Source: an optimization exercise on an open RTL-to-GDS flow (aim: small area). Production flows keep margins and buffers that such runs may drop.
In this exercise RTL edits were held to simulation tests only and were not proved equivalent to the original.
Power figures rest on the tool's default switching activity, not on a simulated workload.

$ cat design/flow/run.sh
#!/bin/bash
# synth_recipe.tcl (not shown) runs the flow's synth.tcl, then flattens the netlist and writes it again
# the make line also repeats each setting of config.mk as NAME=value (left out here)
make -C /OpenROAD-flow-scripts/flow DESIGN_CONFIG=/design/flow/config.mk WORK_HOME=/design/flow/orfs CLKGATE_MAP_FILE= SYNTH_SCRIPT=/design/flow/synth_recipe.tcl finish
$ cat design/flow/config.mk
export PLATFORM = sky130hd
export DESIGN_NAME = y_huff
export DESIGN_NICKNAME = y_huff
export VERILOG_FILES = /design/flow/design.v
export SDC_FILE = /design/flow/constraint.sdc
export NUM_CORES = 4
export LEC_CHECK = 0
export CAP_MARGIN = 20
export CORE_MARGIN = 2
export CORE_UTILIZATION = 40
export SLEW_MARGIN = 20
$ cat design/flow/constraint.sdc
create_clock -name core_clock -period 10.0 [get_ports {clk}]
set_input_delay 2.0000 -clock core_clock [delete_from_list [all_inputs] [get_ports {clk}]]
set_output_delay 2.0000 -clock core_clock [all_outputs]
set_load 0.01 [all_outputs]
$ cat design/flow/design.v
module y_huff(clk, rst, enable,
Y11, Y12, Y13, Y14, Y15, Y16, Y17, Y18, Y21, Y22, Y23, Y24, Y25, Y26, Y27, Y28,
Y31, Y32, Y33, Y34, Y35, Y36, Y37, Y38, Y41, Y42, Y43, Y44, Y45, Y46, Y47, Y48,
Y51, Y52, Y53, Y54, Y55, Y56, Y57, Y58, Y61, Y62, Y63, Y64, Y65, Y66, Y67, Y68,
Y71, Y72, Y73, Y74, Y75, Y76, Y77, Y78, Y81, Y82, Y83, Y84, Y85, Y86, Y87, Y88,
JPEG_bitstream, data_ready, output_reg_count, end_of_block_output,
 end_of_block_empty);
input		clk;
input		rst;
input		enable;
input  [10:0]  Y11, Y12, Y13, Y14, Y15, Y16, Y17, Y18, Y21, Y22, Y23, Y24;
input  [10:0]  Y25, Y26, Y27, Y28, Y31, Y32, Y33, Y34, Y35, Y36, Y37, Y38;
input  [10:0]  Y41, Y42, Y43, Y44, Y45, Y46, Y47, Y48, Y51, Y52, Y53, Y54;
input  [10:0]  Y55, Y56, Y57, Y58, Y61, Y62, Y63, Y64, Y65, Y66, Y67, Y68;
input  [10:0]  Y71, Y72, Y73, Y74, Y75, Y76, Y77, Y78, Y81, Y82, Y83, Y84;
input  [10:0]  Y85, Y86, Y87, Y88;
output	[31:0]	JPEG_bitstream;
output	data_ready;
output	[4:0] output_reg_count;
output	end_of_block_output;
output		end_of_block_empty;
wire ld = enable & ~rst;
wire [11*64-1:0] yin = {Y88, Y87, Y78, Y68, Y77, Y86, Y85, Y76, Y67, Y58, Y48, Y57, Y66, Y75, Y84, Y83, Y74, Y65, Y56, Y47, Y38, Y28, Y37, Y46, Y55, Y64, Y73, Y82, Y81, Y72, Y63, Y54, Y45, Y36, Y27, Y18, Y17, Y26, Y35, Y44, Y53, Y62, Y71, Y61, Y52, Y43, Y34, Y25, Y16, Y15, Y24, Y33, Y42, Y51, Y41, Y32, Y23, Y14, Y13, Y22, Y31, Y21, Y12, Y11};
reg  [11*77-1:0] ch;
always @(posedge clk) begin
	ch[11*13-1:0] <= ch[11*14-1:11];
	ch[11*77-1:11*13] <= (yin & {704{ld}}) | ({11'd0, ch[11*77-1:11*14]} & {704{~rst}});
end
wire [10:0] head = ch[10:0];
reg [6:0] bc;
always @(posedge clk) begin
	if (rst) bc <= 7'd127;
	else if (enable) bc <= 7'd0;
	else if (bc != 7'd127) bc <= bc + 7'd1;
end
wire is_dc  = bc == 7'd13;                  
wire is_ac  = bc >= 7'd14 && bc <= 7'd76;   
wire is_63  = bc == 7'd76;
wire is_64  = bc == 7'd77;
wire det1 = |ch[11*29 +: 11];
wire det2 = |ch[11*48 +: 11];
reg nz_a, nz_b, nz_c;
always @(posedge clk) begin
	if (ld) begin
		nz_a <= 1'b0; nz_b <= 1'b0; nz_c <= 1'b0;
	end else if (bc <= 7'd28) begin
		nz_a <= nz_a | det1 | det2;
		nz_b <= nz_b | det2 | (det1 & (bc >= 7'd16));
		nz_c <= nz_c | (det2 & (bc >= 7'd13));
	end
end
wire eobf = (bc <= 7'd42) ? ~nz_a : (bc <= 7'd58) ? ~nz_b : (bc <= 7'd75) ? ~nz_c : 1'b1;
reg [10:0] prev;    
always @(posedge clk) begin
	if (rst) prev <= 11'd0;
	else if (is_dc) prev <= head;
end
wire [11:0] val  = {head[10], head} - ({prev[10], prev} & {12{is_dc}});
wire        neg  = val[11];
wire [11:0] amp  = val - {11'd0, neg};
wire [10:0] mag  = amp[10:0] ^ {11{neg}};
reg  [3:0]  size;
integer k;
always @* begin
	size = 4'd0;
	for (k = 0; k < 11; k = k + 1)
		if (mag[k]) size = k + 1;
end
wire ez = head == 11'd0;
reg [3:0] zr;       
always @(posedge clk) zr <= (is_dc | ~ez) ? 4'd0 : zr + 4'd1;
wire [3:0] run = (is_63 & ez) ? 4'd0 : zr;
reg [20:0] hc;      
always @* begin
	casez ({is_dc, run, size})
      9'b0_0000_0000: hc = {5'd4, 16'b1010000000000000};
      9'b0_0000_0001: hc = {5'd2, 16'b0000000000000000};
      9'b0_0000_0010: hc = {5'd2, 16'b0100000000000000};
      9'b0_0000_0011: hc = {5'd3, 16'b1000000000000000};
      9'b0_0000_0100: hc = {5'd4, 16'b1011000000000000};
      9'b0_0000_0101: hc = {5'd5, 16'b1101000000000000};
      9'b0_0000_0110: hc = {5'd7, 16'b1111000000000000};
      9'b0_0000_0111: hc = {5'd8, 16'b1111100000000000};
      9'b0_0000_1000: hc = {5'd10, 16'b1111110110000000};
      9'b0_0000_1001: hc = {5'd16, 16'b1111111110000010};
      9'b0_0000_1010: hc = {5'd16, 16'b1111111110000011};
      9'b0_0001_0000: hc = {5'd2, 16'b0000000000000000};
      9'b0_0001_0001: hc = {5'd4, 16'b1100000000000000};
      9'b0_0001_0010: hc = {5'd5, 16'b1101100000000000};
      9'b0_0001_0011: hc = {5'd7, 16'b1111001000000000};
      9'b0_0001_0100: hc = {5'd9, 16'b1111101100000000};
      9'b0_0001_0101: hc = {5'd11, 16'b1111111011000000};
      9'b0_0001_0110: hc = {5'd16, 16'b1111111110000100};
      9'b0_0001_0111: hc = {5'd16, 16'b1111111110000101};
      9'b0_0001_1000: hc = {5'd16, 16'b1111111110000110};
      9'b0_0001_1001: hc = {5'd16, 16'b1111111110000111};
      9'b0_0001_1010: hc = {5'd16, 16'b1111111110001000};
      9'b0_0010_0000: hc = {5'd2, 16'b0000000000000000};
      9'b0_0010_0001: hc = {5'd5, 16'b1110000000000000};
      9'b0_0010_0010: hc = {5'd8, 16'b1111100100000000};
      9'b0_0010_0011: hc = {5'd10, 16'b1111110111000000};
      9'b0_0010_0100: hc = {5'd12, 16'b1111111101000000};
      9'b0_0010_0101: hc = {5'd16, 16'b1111111110001001};
      9'b0_0010_0110: hc = {5'd16, 16'b1111111110001010};
      9'b0_0010_0111: hc = {5'd16, 16'b1111111110001011};
      9'b0_0010_1000: hc = {5'd16, 16'b1111111110001100};
      9'b0_0010_1001: hc = {5'd16, 16'b1111111110001101};
      9'b0_0010_1010: hc = {5'd16, 16'b1111111110001110};
      9'b0_0011_0000: hc = {5'd2, 16'b0000000000000000};
      9'b0_0011_0001: hc = {5'd6, 16'b1110100000000000};
      9'b0_0011_0010: hc = {5'd9, 16'b1111101110000000};
      9'b0_0011_0011: hc = {5'd12, 16'b1111111101010000};
      9'b0_0011_0100: hc = {5'd16, 16'b1111111110001111};
      9'b0_0011_0101: hc = {5'd16, 16'b1111111110010000};
      9'b0_0011_0110: hc = {5'd16, 16'b1111111110010001};
      9'b0_0011_0111: hc = {5'd16, 16'b1111111110010010};
      9'b0_0011_1000: hc = {5'd16, 16'b1111111110010011};
      9'b0_0011_1001: hc = {5'd16, 16'b1111111110010100};
      9'b0_0011_1010: hc = {5'd16, 16'b1111111110010101};
      9'b0_0100_0000: hc = {5'd2, 16'b0000000000000000};
      9'b0_0100_0001: hc = {5'd6, 16'b1110110000000000};
      9'b0_0100_0010: hc = {5'd10, 16'b1111111000000000};
      9'b0_0100_0011: hc = {5'd16, 16'b1111111110010110};
      9'b0_0100_0100: hc = {5'd16, 16'b1111111110010111};
      9'b0_0100_0101: hc = {5'd16, 16'b1111111110011000};
      9'b0_0100_0110: hc = {5'd16, 16'b1111111110011001};
      9'b0_0100_0111: hc = {5'd16, 16'b1111111110011010};
      9'b0_0100_1000: hc = {5'd16, 16'b1111111110011011};
      9'b0_0100_1001: hc = {5'd16, 16'b1111111110011100};
      9'b0_0100_1010: hc = {5'd16, 16'b1111111110011101};
      9'b0_0101_0000: hc = {5'd2, 16'b0000000000000000};
      9'b0_0101_0001: hc = {5'd7, 16'b1111010000000000};
      9'b0_0101_0010: hc = {5'd11, 16'b1111111011100000};
      9'b0_0101_0011: hc = {5'd16, 16'b1111111110011110};
      9'b0_0101_0100: hc = {5'd16, 16'b1111111110011111};
      9'b0_0101_0101: hc = {5'd16, 16'b1111111110100000};
      9'b0_0101_0110: hc = {5'd16, 16'b1111111110100001};
      9'b0_0101_0111: hc = {5'd16, 16'b1111111110100010};
      9'b0_0101_1000: hc = {5'd16, 16'b1111111110100011};
      9'b0_0101_1001: hc = {5'd16, 16'b1111111110100100};
      9'b0_0101_1010: hc = {5'd16, 16'b1111111110100101};
      9'b0_0110_0000: hc = {5'd2, 16'b0000000000000000};
      9'b0_0110_0001: hc = {5'd7, 16'b1111011000000000};
      9'b0_0110_0010: hc = {5'd12, 16'b1111111101100000};
      9'b0_0110_0011: hc = {5'd16, 16'b1111111110100110};
      9'b0_0110_0100: hc = {5'd16, 16'b1111111110100111};
      9'b0_0110_0101: hc = {5'd16, 16'b1111111110101000};
      9'b0_0110_0110: hc = {5'd16, 16'b1111111110101001};
      9'b0_0110_0111: hc = {5'd16, 16'b1111111110101010};
      9'b0_0110_1000: hc = {5'd16, 16'b1111111110101011};
      9'b0_0110_1001: hc = {5'd16, 16'b1111111110101100};
      9'b0_0110_1010: hc = {5'd16, 16'b1111111110101101};
      9'b0_0111_0000: hc = {5'd2, 16'b0000000000000000};
      9'b0_0111_0001: hc = {5'd8, 16'b1111101000000000};
      9'b0_0111_0010: hc = {5'd12, 16'b1111111101110000};
      9'b0_0111_0011: hc = {5'd16, 16'b1111111110101110};
      9'b0_0111_0100: hc = {5'd16, 16'b1111111110101111};
      9'b0_0111_0101: hc = {5'd16, 16'b1111111110110000};
      9'b0_0111_0110: hc = {5'd16, 16'b1111111110110001};
      9'b0_0111_0111: hc = {5'd16, 16'b1111111110110010};
      9'b0_0111_1000: hc = {5'd16, 16'b1111111110110011};
      9'b0_0111_1001: hc = {5'd16, 16'b1111111110110100};
      9'b0_0111_1010: hc = {5'd16, 16'b1111111110110101};
      9'b0_1000_0000: hc = {5'd2, 16'b0000000000000000};
      9'b0_1000_0001: hc = {5'd9, 16'b1111110000000000};
      9'b0_1000_0010: hc = {5'd15, 16'b1111111110000000};
      9'b0_1000_0011: hc = {5'd16, 16'b1111111110110110};
      9'b0_1000_0100: hc = {5'd16, 16'b1111111110110111};
      9'b0_1000_0101: hc = {5'd16, 16'b1111111110111000};
      9'b0_1000_0110: hc = {5'd16, 16'b1111111110111001};
      9'b0_1000_0111: hc = {5'd16, 16'b1111111110111010};
      9'b0_1000_1000: hc = {5'd16, 16'b1111111110111011};
      9'b0_1000_1001: hc = {5'd16, 16'b1111111110111100};
      9'b0_1000_1010: hc = {5'd16, 16'b1111111110111101};
      9'b0_1001_0000: hc = {5'd2, 16'b0000000000000000};
      9'b0_1001_0001: hc = {5'd9, 16'b1111110010000000};
      9'b0_1001_0010: hc = {5'd16, 16'b1111111110111110};
      9'b0_1001_0011: hc = {5'd16, 16'b1111111110111111};
      9'b0_1001_0100: hc = {5'd16, 16'b1111111111000000};
      9'b0_1001_0101: hc = {5'd16, 16'b1111111111000001};
      9'b0_1001_0110: hc = {5'd16, 16'b1111111111000010};
      9'b0_1001_0111: hc = {5'd16, 16'b1111111111000011};
      9'b0_1001_1000: hc = {5'd16, 16'b1111111111000100};
      9'b0_1001_1001: hc = {5'd16, 16'b1111111111000101};
      9'b0_1001_1010: hc = {5'd16, 16'b1111111111000110};
      9'b0_1010_0000: hc = {5'd2, 16'b0000000000000000};
      9'b0_1010_0001: hc = {5'd9, 16'b1111110100000000};
      9'b0_1010_0010: hc = {5'd16, 16'b1111111111000111};
      9'b0_1010_0011: hc = {5'd16, 16'b1111111111001000};
      9'b0_1010_0100: hc = {5'd16, 16'b1111111111001001};
      9'b0_1010_0101: hc = {5'd16, 16'b1111111111001010};
      9'b0_1010_0110: hc = {5'd16, 16'b1111111111001011};
      9'b0_1010_0111: hc = {5'd16, 16'b1111111111001100};
      9'b0_1010_1000: hc = {5'd16, 16'b1111111111001101};
      9'b0_1010_1001: hc = {5'd16, 16'b1111111111001110};
      9'b0_1010_1010: hc = {5'd16, 16'b1111111111001111};
      9'b0_1011_0000: hc = {5'd2, 16'b0000000000000000};
      9'b0_1011_0001: hc = {5'd10, 16'b1111111001000000};
      9'b0_1011_0010: hc = {5'd16, 16'b1111111111010000};
      9'b0_1011_0011: hc = {5'd16, 16'b1111111111010001};
      9'b0_1011_0100: hc = {5'd16, 16'b1111111111010010};
      9'b0_1011_0101: hc = {5'd16, 16'b1111111111010011};
      9'b0_1011_0110: hc = {5'd16, 16'b1111111111010100};
      9'b0_1011_0111: hc = {5'd16, 16'b1111111111010101};
      9'b0_1011_1000: hc = {5'd16, 16'b1111111111010110};
      9'b0_1011_1001: hc = {5'd16, 16'b1111111111010111};
      9'b0_1011_1010: hc = {5'd16, 16'b1111111111011000};
      9'b0_1100_0000: hc = {5'd2, 16'b0000000000000000};
      9'b0_1100_0001: hc = {5'd10, 16'b1111111010000000};
      9'b0_1100_0010: hc = {5'd16, 16'b1111111111011001};
      9'b0_1100_0011: hc = {5'd16, 16'b1111111111011010};
      9'b0_1100_0100: hc = {5'd16, 16'b1111111111011011};
      9'b0_1100_0101: hc = {5'd16, 16'b1111111111011100};
      9'b0_1100_0110: hc = {5'd16, 16'b1111111111011101};
      9'b0_1100_0111: hc = {5'd16, 16'b1111111111011110};
      9'b0_1100_1000: hc = {5'd16, 16'b1111111111011111};
      9'b0_1100_1001: hc = {5'd16, 16'b1111111111100000};
      9'b0_1100_1010: hc = {5'd16, 16'b1111111111100001};
      9'b0_1101_0000: hc = {5'd2, 16'b0000000000000000};
      9'b0_1101_0001: hc = {5'd11, 16'b1111111100000000};
      9'b0_1101_0010: hc = {5'd16, 16'b1111111111100010};
      9'b0_1101_0011: hc = {5'd16, 16'b1111111111100011};
      9'b0_1101_0100: hc = {5'd16, 16'b1111111111100100};
      9'b0_1101_0101: hc = {5'd16, 16'b1111111111100101};
      9'b0_1101_0110: hc = {5'd16, 16'b1111111111100110};
      9'b0_1101_0111: hc = {5'd16, 16'b1111111111100111};
      9'b0_1101_1000: hc = {5'd16, 16'b1111111111101000};
      9'b0_1101_1001: hc = {5'd16, 16'b1111111111101001};
      9'b0_1101_1010: hc = {5'd16, 16'b1111111111101010};
      9'b0_1110_0000: hc = {5'd2, 16'b0000000000000000};
      9'b0_1110_0001: hc = {5'd16, 16'b1111111111101011};
      9'b0_1110_0010: hc = {5'd16, 16'b1111111111101100};
      9'b0_1110_0011: hc = {5'd16, 16'b1111111111101101};
      9'b0_1110_0100: hc = {5'd16, 16'b1111111111101110};
      9'b0_1110_0101: hc = {5'd16, 16'b1111111111101111};
      9'b0_1110_0110: hc = {5'd16, 16'b1111111111110000};
      9'b0_1110_0111: hc = {5'd16, 16'b1111111111110001};
      9'b0_1110_1000: hc = {5'd16, 16'b1111111111110010};
      9'b0_1110_1001: hc = {5'd16, 16'b1111111111110011};
      9'b0_1110_1010: hc = {5'd16, 16'b1111111111110100};
      9'b0_1111_0000: hc = {5'd11, 16'b1111111100100000};
      9'b0_1111_0001: hc = {5'd16, 16'b1111111111110101};
      9'b0_1111_0010: hc = {5'd16, 16'b1111111111110110};
      9'b0_1111_0011: hc = {5'd16, 16'b1111111111110111};
      9'b0_1111_0100: hc = {5'd16, 16'b1111111111111000};
      9'b0_1111_0101: hc = {5'd16, 16'b1111111111111001};
      9'b0_1111_0110: hc = {5'd16, 16'b1111111111111010};
      9'b0_1111_0111: hc = {5'd16, 16'b1111111111111011};
      9'b0_1111_1000: hc = {5'd16, 16'b1111111111111100};
      9'b0_1111_1001: hc = {5'd16, 16'b1111111111111101};
      9'b0_1111_1010: hc = {5'd16, 16'b1111111111111110};
      9'b1_????_0000: hc = {5'd2, 16'b0000000000000000};
      9'b1_????_0001: hc = {5'd2, 16'b0100000000000000};
      9'b1_????_0010: hc = {5'd2, 16'b1000000000000000};
      9'b1_????_0011: hc = {5'd3, 16'b1100000000000000};
      9'b1_????_0100: hc = {5'd4, 16'b1110000000000000};
      9'b1_????_0101: hc = {5'd5, 16'b1111000000000000};
      9'b1_????_0110: hc = {5'd6, 16'b1111100000000000};
      9'b1_????_0111: hc = {5'd7, 16'b1111110000000000};
      9'b1_????_1000: hc = {5'd8, 16'b1111111000000000};
      9'b1_????_1001: hc = {5'd9, 16'b1111111100000000};
      9'b1_????_1010: hc = {5'd10, 16'b1111111110000000};
      9'b1_????_1011: hc = {5'd11, 16'b1111111111000000};
      default: hc = 21'd0;
	endcase
end
wire [4:0]  hlen = hc[20:16];
wire [15:0] code = hc[15:0];
wire emit = is_dc | (is_ac & (~ez | ((zr == 4'd15) & ~eobf) | is_63));
wire [4:0] nbits = emit ? ({1'b0, size} + hlen) : 5'd0;
wire [10:0] ampl  = amp[10:0] << (4'd11 - size);
wire [25:0] field = {code, 10'd0} | ({ampl, 15'd0} >> hlen);
reg  [4:0]  pos;        
reg  [31:0] word;       
reg  [31:7] ovf;        
reg         wrapped;    
reg         eob_out;
wire [4:0]  p    = is_dc ? 5'd0 : pos;
wire [5:0]  sum  = {1'b0, p} + {1'b0, nbits};
wire [63:0] rot2 = {field, 6'd0, field, 6'd0} >> p;
wire [31:0] rot  = rot2[31:0];
wire [31:0] keep = 32'hffffffff << (6'd32 - {1'b0, p});
wire [31:0] old  = {wrapped ? ovf : word[31:7], word[6:0]};
always @(posedge clk) begin
	pos  <= sum[4:0];
	word <= (old & keep) | (rot & ~keep);
	ovf  <= rot[31:7];
	wrapped <= ~rst & (is_dc | is_ac) & sum[5];
	eob_out <= ~rst & is_64;
end
assign JPEG_bitstream = word;
assign data_ready = wrapped | eob_out;
assign output_reg_count = pos;
assign end_of_block_output = eob_out;
assign end_of_block_empty = eob_out & (pos == 5'd0);
endmodule
==> results.toml, run 1 <==
[layout]
nets = 5576
drive_above_1_share_pct = 7.70
area.sequential_sq_mm = 0.0191
syn_to_final_growth_pct = 33.8
multi_input_area_sq_mm = 0.0161
final_cells = 6108
fin_area_sq_mm = 0.0486
final.fill_count = 8386

[yosys]
async_flop_share_pct = 0
yosysUniqueCellTypes = 123
synth_top_area_cell = "dfxtp_1"
yosysSeqAreaShare_pct = 52.5
syn_inst = 4159
syn_area_sq_mm = 0.0363
synth_area_leaders = "dfxtp_1 (50%), a21oi_1 (11%), nor2_1 (8.8%), edfxtp_1 (2.6%), clkbuf_1 (2.4%)"
ys_ff_latch = 936
synth.most_common_cell = "dfxtp_1"
yosysWarningCount = 1
synth_top_area_share_pct = 49.8
synth_edf_count = 32
synth_commonest_cells = "dfxtp_1 (904), nor2_1 (854), a21oi_1 (831)"
ys.flop_type = "dfxtp_1"
syn_avg_cell_area_sq_um = 8.73
syn_nets = 4902

[floorplan]
die-area_sq_mm = 0.0932
core_sq_mm = 0.0900
row_count = 110
die_width_um = 305
io_pins = 747
initial_core_util_pct = 40.3
die_h_um = 305

[timing]
fin_crit_sh_pct = 94.1
rsz0062_at_grt = "no"
tns_ns = 0
max_freq_mhz = 106
tightest_slew_ns = 1.17
setup_viol = 0
slew_headroom_pct = 21.4
finalHoldViolCount = 0
drv_slew = 0
skew_ns = 0.0483
finalCriticalPeriod_ns = 9.41

[placed_design]
portBuffers = 746
place_congestion = 0.980
hpwl_mm = 113
post_dp_cell_area_sq_mm = 0.0450
dp.cells = 5905

[routing]
post_drt_wl_per_cell_um = 24.5
first_pass_iters = 5
drt_iter0_markers = 3462
ant_nets = 0
vias = 33927
post-route-drc-count = 0
viasPerCell = 5.55
routed_wirelength_mm = 149

[min_path]
holdCritPathClass = "flip-flop to flip-flop"

[clock_network]
cts_tree = "yes"
ctsHtreeMaxLevel = 3
clockBufferDepth = 3
cts_hold_buf = 0
clkLatencyLatePin_ns = 0.68
clk_pin_slew_worst_paths_ns = 0.06
cts_inserted_buffers = 98
cts_sinks = 936
cts_root_buffer = "clkbuf_16"

[power]
peakVddDrop_v = 0.000139
powerDensity_mw_per_mm2 = 270
leakagePower_nw = 19.0

[worst_setup_path]
crit_arrival_ns = 9.88
critPathKind = "flip-flop to flip-flop"
startpoint_type = "flip-flop"
cp_max_fo = 25
critPathCaptureType = "flip-flop"
cp.required_ns = 10.47
slowest_delay_ns = 0.50
worst_path_max_delay_cell = "or3_4"

[status]
status = "complete, no violations"

[grt]
antenna_found_initial = 53
grt_overflow_total = 0
grt_use_total_pct = 31.0
grt_pass1_vias = 32491
grt_pass1_wl_mm = 217
grt_max_degree = 177

[flow_run]
max_cap_viol_count = 0
cells in the final DEF (no fill, tap or decap), drive strengths merged, types with 25 or more instances in the layout:
cell	n
o211ai	32
mux2i	37
buf	103
edfxtp	32
nand2	209
clkbuf	138
nor4	33
clkinv	25
inv	34
o31ai	31
nor3	86
dfxtp	904
nor2	856
nand3	88
o21ai	109
o22ai	26
and3	25
ha	33
a21oi	833
and2	38
a211oi	64
clkdlybuf4s50	744
worst max-delay path: cells and delay by family (launching register included):
kind,cells,cell delay (ns)
simple gates,16,4.41
compound gates,10,2.06
buf+inv,4,0.76
mux,2,0.74
flops,1,0.43
fa+ha+maj,3,0.74
through the flow:
stage | util [%] | hold slack (ns) | power [mW] | worst slack, ns
floorplan | - | 0.310 | 7.43 | 0.625
global placement | 50.0 | 0.311 | 9.23 | 0.348
detailed placement | 50.0 | 0.312 | 9.20 | 0.248
CTS | 53.8 | 0.300 | 13.0 | 0.143
global route | 53.9 | 0.314 | 13.8 | 0.00293
finish | 54.0 | 0.301 | 13.1 | 0.593
what timing repair did:
item | 4_1_cts | 5_1_grt
buffers inserted | 0 | 3
setup endpoints to repair | 0 | 57
gates resized for setup | 0 | 21
final timing paths:
| path | end | startpoint | slack (ns) | depth (start not counted) |
|---|---|---|---|---|
| worst max register to register | flip-flop | bc[4] | 0.59 | 35 |
| worst max-delay path | flip-flop | bc[4] | 0.59 | 35 |
| worst min register to register | ch[74] | ch[85] | 0.30 | 0 |
| worst min-delay path | ch[74] | ch[85] | 0.30 | 0 |
registers in the layout (all words and copies together), names as in the netlist, named ones only:
register	flops
wrapped	1
ovf	25
nz_b	1
ch	847
bc	7
prev	11
nz_c	1
nz_a	1
eob_out	1
zr	4
pos	5
report_power, final:
| part | leakage [nW] | internal (mW) | switching (mW) |
|---|---|---|---|
| registers | 7.82 | 4.20 | 0.190 |
| logic | 9.47 | 1.85 | 3.05 |
| clock network | 1.67 | 2.30 | 1.54 |
routing by layer:
layer / track usage [%] / up-vias / share of wire (%)
met5: 0 / - / 0.26
met1: 40.7 / 16113 / 43
met4: 8.61 / 60 / 2.5
met2: 49.9 / 1399 / 46
li1: - / 16080 / -
met3: 8.57 / 275 / 8.6
logic make-up (layout without fill, tap and decap cells):
| logic type | Yosys count | in the layout | synth area share (%) |
|---|---|---|---|
| other | 0 | 23 | 0 |
| AOI/OAI and AO/OA | 1346 | 1346 | 22.6 |
| and+or+nand+nor | 1443 | 1443 | 17.6 |
| muxes | 59 | 59 | 1.79 |
| xor gates and xnor gates | 27 | 27 | 0.710 |
| DFF | 936 | 936 | 52.5 |
| adders and majority gates | 37 | 37 | 1.33 |
| buffers and inverters | 311 | 1061 | 3.45 |
cell type report:
| type | count | area share, % |
|---|---|---|
| Timing Repair Buffer | 847 | 17.1 |
| Clock buffer | 138 | 5.79 |
| Antenna cell | 23 | 0.118 |
| Tap cell | 1176 | 3.03 |
| Clock inverter | 38 | 1.25 |
| Inverter | 38 | 0.294 |
| Sequential cell | 936 | 39.2 |
| Multi-Input combinational cell | 2912 | 33.2 |
==> run 2, diff against run 1 <==
==> design/flow/flow/run.sh (new file) <==
#!/bin/bash
# Own layout flow: the standard flow (standard.sh, unchanged synthesis,
# floorplan, power grid, placement and routing) with two knobs changed:
#  - port buffers are sky130_fd_sc_hd__buf_1 instead of the default pick,
#  - the clock tree is built from clkbuf_4 cells without dummy loads.
# The full make output goes to standard_flow.log in this folder; ORFS's
# per-step logs stay under orfs/logs/.
set -euo pipefail
bash standard.sh \
  "BUFFER_PORTS_ARGS=-buffer_cell sky130_fd_sc_hd__buf_1" \
  "CTS_ARGS=-sink_clustering_enable -repair_clock_nets -dont_use_dummy_load -buf_list sky130_fd_sc_hd__clkbuf_4" \
  finish > standard_flow.log 2>&1
==> design/flow/standard.sh (new file) <==
#!/bin/bash
# synth_recipe.tcl (not shown) runs the flow's synth.tcl, then flattens the netlist and writes it again
# the make line also repeats each setting of config.mk as NAME=value (left out here)
make -C /OpenROAD-flow-scripts/flow DESIGN_CONFIG=/design/flow/config.mk WORK_HOME=/design/flow/orfs CLKGATE_MAP_FILE= SYNTH_SCRIPT=/design/flow/synth_recipe.tcl "${@:-finish}"
removed: design/flow/run.sh
==> run 2 against run 1 <==
Against the previous run:
- cell count increased by 1.0%
- die area stayed put
- first-iteration DRC count up 11%
- largest cell class unchanged
- still clean
- flip-flop and latch count did not move
- critical path depth down 3
- highest routed layer unchanged
- wire length shrank 2.9%
- total power shrank 13%
==> results.toml, run 2 <==
[floorplan]
io_pins = 747
row_count = 110
die-area_sq_mm = 0.0932
die_h_um = 305
initial_core_util_pct = 40.3
die_width_um = 305
core_sq_mm = 0.0900

[yosys]
yosysSeqAreaShare_pct = 52.5
synth_top_area_cell = "dfxtp_1"
syn_inst = 4159
ys.flop_type = "dfxtp_1"
synth_area_leaders = "dfxtp_1 (50%), a21oi_1 (11%), nor2_1 (8.8%), edfxtp_1 (2.6%), clkbuf_1 (2.4%)"
async_flop_share_pct = 0
syn_nets = 4902
syn_avg_cell_area_sq_um = 8.73
yosysWarningCount = 1
yosysUniqueCellTypes = 123
synth_edf_count = 32
synth_top_area_share_pct = 49.8
synth_commonest_cells = "dfxtp_1 (904), nor2_1 (854), a21oi_1 (831)"
ys_ff_latch = 936
synth.most_common_cell = "dfxtp_1"
syn_area_sq_mm = 0.0363

[layout]
drive_above_1_share_pct = 8.87
nets = 5706
final.fill_count = 9162
fin_area_sq_mm = 0.0421
layout_commonest_cell = "dfxtp_1"
syn_to_final_growth_pct = 16.0
mostFrequentLayoutCells = "dfxtp_1 (904), nor2_1 (854), a21oi_1 (831), buf_1 (744), clkbuf_4 (230)"
largest_reg_flops = 847
top_register = "ch"
reg_top3 = "ch: 847 flops, ovf: 25 flops, prev: 11 flops"

[worst_setup_path]
r2r.worst_path.cells = 32
r2r_start = "bc[4]"
crit_arrival_ns = 10.16
critPathKind = "flip-flop to flip-flop"
r2r_slack_ns = 0.68
worst_path_max_delay_cell = "nor2_1"
crit_start = "bc[4]"
cp_max_fo = 24
startpoint_type = "flip-flop"
cp.required_ns = 10.84
slowest_delay_ns = 0.47
critPathCaptureType = "flip-flop"
cp_common_cell = "ha_1"

[routing]
drt_iter0_markers = 3841
routed_wirelength_mm = 145
viasPerCell = 5.60
post-route-drc-count = 0
ant_nets = 0
first_pass_iters = 6
vias = 34541
post_drt_wl_per_cell_um = 23.5

[timing]
skew_ns = 0.119
tns_ns = 0
max_freq_mhz = 107
slew_headroom_pct = 21.3
drv_slew = 0
finalCriticalPeriod_ns = 9.32
tightest_slew_ns = 1.18
rsz0062_at_grt = "no"
finalHoldViolCount = 0
setup_viol = 0
fin_crit_sh_pct = 93.2

[clock_network]
cts_root_buffer = "clkbuf_4"
clkLatencyLatePin_ns = 1.11
cts_inserted_buffers = 228
cts_sinks = 936
clk_pin_slew_worst_paths_ns = 0.07
cts_tree = "yes"
clockBufferDepth = 3
ctsHtreeMaxLevel = 4

[placed_design]
place_congestion = 0.969
post_dp_cell_area_sq_mm = 0.0403
hpwl_mm = 108
portBuffers = 746

[grt]
grt_use_total_pct = 30.0
grt_pass1_vias = 33230
grt_max_degree = 191
grt_pass1_wl_mm = 211
antenna_found_initial = 42
grt_overflow_total = 0

[power]
powerDensity_mw_per_mm2 = 270
leakagePower_nw = 16.3
peakVddDrop_v = 0.000135

[status]
status = "complete, no violations"

[min_path]
holdCritPathClass = "flip-flop to flip-flop"

[flow_run]
max_cap_viol_count = 0
-- run 2: what timing repair did --
item,CTS,global route
hold endpoints to repair,0,0
setup endpoints to repair,0,57
setup buffers,0,3
hold buffers,0,0
gates resized for setup,0,8
-- run 2: worst min path at each step --
| stage | slack (ns) | startpoint | endpoint | cells after the start |
|---|---|---|---|---|
| 2_1_floorplan | 0.31 | ch[11] | ch[0] | 0 |
| 3_3_place_gp | 0.31 | ch[116] | ch[105] | 0 |
| 3_5_place_dp | 0.31 | ch[44] | ch[33] | 0 |
| 4_1_cts | 0.25 | ch[91] | ch[80] | 0 |
| 5_1_grt | 0.25 | ch[91] | ch[80] | 0 |
| 6_report | 0.25 | ch[91] | ch[80] | 0 |
-- run 2: kinds of logic after synthesis --
logic type                 after synthesis  synth area share (%)
and+or+nand+nor                       1443                  17.6
xor gates and xnor gates                27                 0.710
AOI/OAI and AO/OA                     1346                  22.6
DFF                                    936                  52.5
muxes                                   59                  1.79
adders and majority gates               37                  1.33
buffers and inverters                  311                  3.45
-- run 2: power by group --
part | total [mW] | switching [mW] | leakage [nW] | internal (mW)
logic | 4.60 | 3.02 | 7.39 | 1.57
clock network | 2.37 | 1.34 | 1.05 | 1.02
registers | 4.40 | 0.197 | 7.82 | 4.20
-- run 2: worst max-delay path: cells and delay by family, from the launching register on --
family,cells,cell delay [ns]
multiplexers,2,0.73
XOR/XNOR,1,0.38
adder cells (fa/ha/maj),3,0.90
flip-flops,1,0.41
AND/OR/NAND/NOR,12,3.25
AO/OA/AOI/OAI,12,3.08
buffers and inverters,2,0.35
-- run 2: cell type report --
| type | count | area (sq um) | share of cell area, % |
|---|---|---|---|
| Sequential cell | 936 | 19100 | 45.2 |
| Multi-Input combinational cell | 2912 | 16000 | 38.1 |
| Timing Repair Buffer | 847 | 3620 | 8.58 |
| Clock buffer | 228 | 1710 | 4.06 |
| Tap cell | 1176 | 1470 | 3.49 |
| Inverter | 38 | 143 | 0.339 |
| Antenna cell | 34 | 85.1 | 0.202 |
-- run 2: routing by layer --
metal / global-route usage (%) / routed length (um) / vias to the layer above
met3: 9.39 / 13400 / 316
met1: 38.6 / 61000 / 16233
met2: 47.3 / 65800 / 1593
met4: 11.3 / 4590 / 32
li1: - / - / 16367
met5: 0 / 200 / -
-- run 2: per-stage QoR --
stage          cells  utilization [%]  setup WS (ns)  hold WS (ns)  total power, mW
2_1_floorplan   4159                -          0.625         0.310             7.43
3_3_place_gp    5906             44.8          0.435         0.310             8.95
3_5_place_dp    5906             44.8          0.483         0.312             8.92
4_1_cts         6134             46.7          0.396         0.248             11.3
5_1_grt         6161             46.8         0.0312         0.246             12.0
6_report        6171             46.8          0.682         0.250             11.4

[separate check: timing with driven ports]
How much do the figures lean on ideal ports? The routed layouts below were timed once more, with nothing changed but the port constraints. Step 1, drivers: a clkbuf_16 drives clk and a buf_2 each remaining input, both assumed. Step 2 moves the port delays by t, midway between the first and last clock arrival at a register: inputs arrive t later, outputs are due t later. That takes back most of the time a late clock gives input paths. Slacks: no drivers / after step 1 / after step 2; pairs: no drivers / after step 1.
run | t (ns) | slack for setup (ns) | cell pins on the clock port's net
run 1 | 0.732 | 0.593 / 0.593 / 0.593 | 1
run 2 | 1.117 | 0.682 / 0.682 / 0.682 | 1
After both steps setup and hold are still met in every run listed.
